This is an optimization exercise on Yosys and OpenROAD, whose aim is small area, not a production implementation. Only simulation tests tie the RTL to the original design; equivalence was not proved. Power and IR drop assume default switching activity.

== job 101 ==
Design ram, start of the top module:
module ram(
  input        CLK_I,
  input        RST_N_I,
  input        WR_EN_I,
  input  [7:0] WR_ADDR_I,
  input        RD_EN_I,
  input  [7:0] RD_ADDR_I,
  input  [7:0] DATA_IN_I,
  output [7:0] DATA_OUT_O
);
reg       wr_q;    
reg       rd_q;    
reg [7:0] data_out_r;
reg [7:0] mem [0:255];
assign DATA_OUT_O = data_out_r;
wire idle = ~wr_q & ~rd_q;
always @(posedge CLK_I) begin
  wr_q <= RST_N_I & idle & WR_EN_I;
  rd_q <= RST_N_I & idle & ~WR_EN_I & RD_EN_I;
end
wire [7:0]  wdata = DATA_IN_I & {8{RST_N_I}};
wire [15:0] wlo_n, whi_n;    
genvar i, w, b;
generate
  for (i = 0; i < 16; i = i + 1) begin : g_wdec
    assign wlo_n[i] = ~(~RST_N_I | (wr_q & (WR_ADDR_I[3:0] == i)));
    assign whi_n[i] = ~(~RST_N_I | (WR_ADDR_I[7:4] == i));
  end
  for (w = 0; w < 256; w = w + 1) begin : g_word
    wire we;
    rd_nor2 u_we (.a(wlo_n[w % 16]), .b(whi_n[w / 16]), .y(we));
    always @(posedge CLK_I)
      if (we) mem[w] <= wdata;
  end
endgenerate
wire [15:0] lsel;            
wire [15:0] hsel_n;          
generate
  for (i = 0; i < 16; i = i + 1) begin : g_rdec
    assign lsel[i]   = (RD_ADDR_I[3:0] == i);
    assign hsel_n[i] = ~(RST_N_I & (RD_ADDR_I[7:4] == i));
  end
endgenerate
wire [7:0] rdata;
generate
  for (b = 0; b < 8; b = b + 1) begin : g_bit
    wire [15:0] gn;          
    for (i = 0; i < 16; i = i + 1) begin : g_grp
      wire [15:0] d;
      for (w = 0; w < 16; w = w + 1) begin : g_d
        assign d[w] = mem[16*i + w][b];
      end
      rd_grp16 u_grp (.d(d), .sel(lsel), .y_n(gn[i]));
    end
    rd_out16 u_out (.g_n(gn), .sel_n(hsel_n), .y(rdata[b]));
  end
endgenerate
always @(posedge CLK_I)
  if (~RST_N_I | rd_q)
    data_out_r <= rdata;
endmodule
Settings: LEC_CHECK=0, CAP_MARGIN=30, CORE_MARGIN=2, CORE_UTILIZATION=50, CTS_BUF_LIST=sky130_fd_sc_hd__clkbuf_16, CTS_CLUSTER_DIAMETER=60, CTS_CLUSTER_SIZE=30, SLEW_MARGIN=30, SYNTH_HIERARCHICAL=1, SYNTH_MINIMUM_KEEP_SIZE=0; clock period 8.0 ns.
run.sh (not shown) runs the stock make flow with config.mk's settings and CLKGATE_MAP_FILE= SYNTH_SCRIPT=/design/flow/synth_recipe.tcl, a recipe that flattens the netlist after the stock synthesis.
Changes in job 102 relative to job 101:
# job 101
export LEC_CHECK = 0
export CAP_MARGIN = 30
export CORE_MARGIN = 2
export CORE_UTILIZATION = 50
export CTS_BUF_LIST = sky130_fd_sc_hd__clkbuf_16
export CTS_CLUSTER_DIAMETER = 60
export CTS_CLUSTER_SIZE = 30
export SLEW_MARGIN = 30
export SYNTH_HIERARCHICAL = 1
export SYNTH_MINIMUM_KEEP_SIZE = 0
create_clock -name core_clock -period 8.0 [get_ports {CLK_I}]
# job 102
export LEC_CHECK = 0
export CAP_MARGIN = 20
export CORE_MARGIN = 2
export CORE_UTILIZATION = 60
export CTS_BUF_LIST = sky130_fd_sc_hd__clkbuf_4
export CTS_CLUSTER_DIAMETER = 35
export CTS_CLUSTER_SIZE = 10
export SLEW_MARGIN = 20
export SYNTH_HIERARCHICAL = 1
export SYNTH_MINIMUM_KEEP_SIZE = 0
create_clock -name core_clock -period 8.0 [get_ports {CLK_I}]
==> flow/flow/run.sh (new file) <==
#!/bin/bash
set -e -o pipefail
export CTS_ARGS="-sink_clustering_enable -repair_clock_nets -sink_clustering_size 10 -sink_clustering_max_diameter 35 -buf_list sky130_fd_sc_hd__clkbuf_4 -dont_use_dummy_load"
export BUFFER_PORTS_ARGS="-buffer_cell sky130_fd_sc_hd__buf_1"
bash standard.sh > standard.log 2>&1
==> flow/standard.sh (new file) <==
#!/bin/bash
# synth_recipe.tcl (not shown) runs the flow's synth.tcl, then flattens the netlist and writes it again
# the make line also repeats each setting of config.mk as NAME=value (left out here)
make -C /OpenROAD-flow-scripts/flow DESIGN_CONFIG=/design/flow/config.mk WORK_HOME=/design/flow/orfs CLKGATE_MAP_FILE= SYNTH_SCRIPT=/design/flow/synth_recipe.tcl "${@:-finish}"
removed: flow/run.sh
### Flow results
The final worst slack reported for job 102 is greater than that of job 101 by 280 ps.
[diff] total power, job 102 relative to job 101: improvement
Relative to job 101, overall die height has decreased by 8.6% in job 102.
The run with more routed wire is job 101, not job 102.
Job 102 reports its peak-usage layer in the global routing report as met2 while job 101 reports met1.
From job 101 to job 102 the numbers moved as follows: sequential fraction of total cell area rose 3.0 points; number of sequential cells about even.
#### Input delta (job 103 over job 102)
# job 102
export LEC_CHECK = 0
export CAP_MARGIN = 20
export CORE_MARGIN = 2
export CORE_UTILIZATION = 60
export CTS_BUF_LIST = sky130_fd_sc_hd__clkbuf_4
export CTS_CLUSTER_DIAMETER = 35
export CTS_CLUSTER_SIZE = 10
export SLEW_MARGIN = 20
export SYNTH_HIERARCHICAL = 1
export SYNTH_MINIMUM_KEEP_SIZE = 0
create_clock -name core_clock -period 8.0 [get_ports {CLK_I}]
# job 103
export LEC_CHECK = 0
export CAP_MARGIN = 20
export CORE_MARGIN = 2
export CORE_UTILIZATION = 50
export CTS_BUF_LIST = sky130_fd_sc_hd__clkbuf_8
export CTS_CLUSTER_DIAMETER = 45
export CTS_CLUSTER_SIZE = 18
export SLEW_MARGIN = 20
export SYNTH_HIERARCHICAL = 1
export SYNTH_MINIMUM_KEEP_SIZE = 0
create_clock -name core_clock -period 8.0 [get_ports {CLK_I}]
==> flow/flow/run.sh <==
#!/bin/bash
set -e -o pipefail
export CTS_ARGS="-sink_clustering_enable -repair_clock_nets -sink_clustering_size 18 -sink_clustering_max_diameter 45 -buf_list sky130_fd_sc_hd__clkbuf_8 -dont_use_dummy_load"
bash standard.sh > standard.log 2>&1
==> comparison <==
Comparing job 103 and job 102, minimum setup slack in the final design is higher on job 102.
In terms of combinational fraction of design power, job 103 and job 102 differ only marginally.
Across job 103 and job 102, none had a timing, DRC or antenna violation.
Any difference in global-route wire length before repair between job 103 and job 102 is small enough to ignore.
Compared to job 102, job 103 has clock period minus worst slack 290 ps higher.
Measured against each other, job 103 and job 102 differ in fraction of the cycle the final worst path needs, the lower figure coming from job 102.
| slew of the pin with the lowest slew margin | job 103 vs job 102 | 33 ps lower |
Minimum hold slack delta (job 103 − job 102): favourable
### job 103 -> job 104
# job 103
export LEC_CHECK = 0
export CAP_MARGIN = 20
export CORE_MARGIN = 2
export CORE_UTILIZATION = 50
export CTS_BUF_LIST = sky130_fd_sc_hd__clkbuf_8
export CTS_CLUSTER_DIAMETER = 45
export CTS_CLUSTER_SIZE = 18
export SLEW_MARGIN = 20
export SYNTH_HIERARCHICAL = 1
export SYNTH_MINIMUM_KEEP_SIZE = 0
create_clock -name core_clock -period 8.0 [get_ports {CLK_I}]
# job 104
export LEC_CHECK = 0
export CAP_MARGIN = 30
export CORE_MARGIN = 2
export CORE_UTILIZATION = 50
export CTS_BUF_LIST = sky130_fd_sc_hd__clkbuf_8
export CTS_CLUSTER_DIAMETER = 45
export CTS_CLUSTER_SIZE = 18
export SLEW_MARGIN = 30
export SYNTH_HIERARCHICAL = 1
export SYNTH_MINIMUM_KEEP_SIZE = 0
create_clock -name core_clock -period 8.0 [get_ports {CLK_I}]
--- a/flow/flow/run.sh
+++ b/flow/flow/run.sh
@@ -2,2 +2,3 @@
 set -e -o pipefail
+cp standard.sh standard.sh.log.copy 2>/dev/null || true
 export CTS_ARGS="-sink_clustering_enable -repair_clock_nets -sink_clustering_size 18 -sink_clustering_max_diameter 45 -buf_list sky130_fd_sc_hd__clkbuf_8 -dont_use_dummy_load"
## What came out
Diff job 103..job 104 | die height | unchanged. ~same routed length per instance in job 104 and job 103. Worst-case hold slack essentially unchanged between job 104 and job 103. Side by side, worst slew margin relative to its limit turned out higher in job 104 than in job 103. | clock power | job 104 vs job 103 | ≈ equal |. Going from job 103 to job 104, transition at the pin with the smallest max-transition slack shows a reduction of 130 ps, total power shows no meaningful change.
The following lists how job 105 was set up differently from job 104:
# job 104
export LEC_CHECK = 0
export CAP_MARGIN = 30
export CORE_MARGIN = 2
export CORE_UTILIZATION = 50
export CTS_BUF_LIST = sky130_fd_sc_hd__clkbuf_8
export CTS_CLUSTER_DIAMETER = 45
export CTS_CLUSTER_SIZE = 18
export SLEW_MARGIN = 30
export SYNTH_HIERARCHICAL = 1
export SYNTH_MINIMUM_KEEP_SIZE = 0
create_clock -name core_clock -period 8.0 [get_ports {CLK_I}]
# job 105
export LEC_CHECK = 0
export CAP_MARGIN = 20
export CORE_MARGIN = 2
export CORE_UTILIZATION = 50
export CTS_BUF_LIST = sky130_fd_sc_hd__clkbuf_4
export CTS_CLUSTER_DIAMETER = 35
export CTS_CLUSTER_SIZE = 10
export SLEW_MARGIN = 20
export SYNTH_HIERARCHICAL = 1
export SYNTH_MINIMUM_KEEP_SIZE = 0
create_clock -name core_clock -period 8.0 [get_ports {CLK_I}]
==> flow/flow/run.sh <==
#!/bin/bash
set -e -o pipefail
export CTS_ARGS="-sink_clustering_enable -repair_clock_nets -sink_clustering_size 10 -sink_clustering_max_diameter 35 -buf_list sky130_fd_sc_hd__clkbuf_4 -dont_use_dummy_load"
export BUFFER_PORTS_ARGS="-buffer_cell sky130_fd_sc_hd__buf_1"
bash standard.sh > standard.log 2>&1
In job 105 relative to job 104, number of clock-tree buffers in the layout had gone up by more than half.
Re proportion of cell area occupied by registers: job 105 and job 104 aren't equal, and the higher value belongs to job 105.
Where final critical path time including I/O delays and setup is concerned, job 104 is outperformed by job 105.
Critical path endpoint: data_out_r[6]$_DFFE_PP_ -> job 104, data_out_r[1]$_DFFE_PP_ -> job 105

what the ideal ports hide:
No port has a modelled driver above. Below, the same layouts with a new extraction and two added sets of constraints.
Step 1 sets driving cells, clkbuf_16 on the clock port and buf_2 on the other inputs (assumed; they add their load-dependent delay and slew).
Step 2 also shifts input and output timing later by t, the mid clock arrival at the registers, as if the neighbouring blocks saw the same clock.
a / b / c = ideal ports / drivers / drivers and shift; a / b = the first two.
run	t, ns	setup slack, ns	worst hold slack (ns)	latest minus earliest clock arrival (ns)
job 101	0.840	2.898 / 2.941 / 2.101	0.615 / 0.615 / 0.615	0.059 / 0.059
job 102	1.317	3.174 / 3.201 / 1.883	0.512 / 0.469 / 0.637	0.125 / 0.125
job 103	0.972	2.880 / 2.922 / 1.950	0.620 / 0.620 / 0.620	0.113 / 0.114
job 104	0.960	3.005 / 3.040 / 2.079	0.621 / 0.621 / 0.621	0.153 / 0.153
job 105	1.329	3.723 / 3.769 / 2.440	0.543 / 0.496 / 0.601	0.125 / 0.125
After both steps setup and hold are still met in every run listed. The setup slack of job 102, which loses most, moves by +0.027 ns with the drivers and by -1.291 ns with both steps.
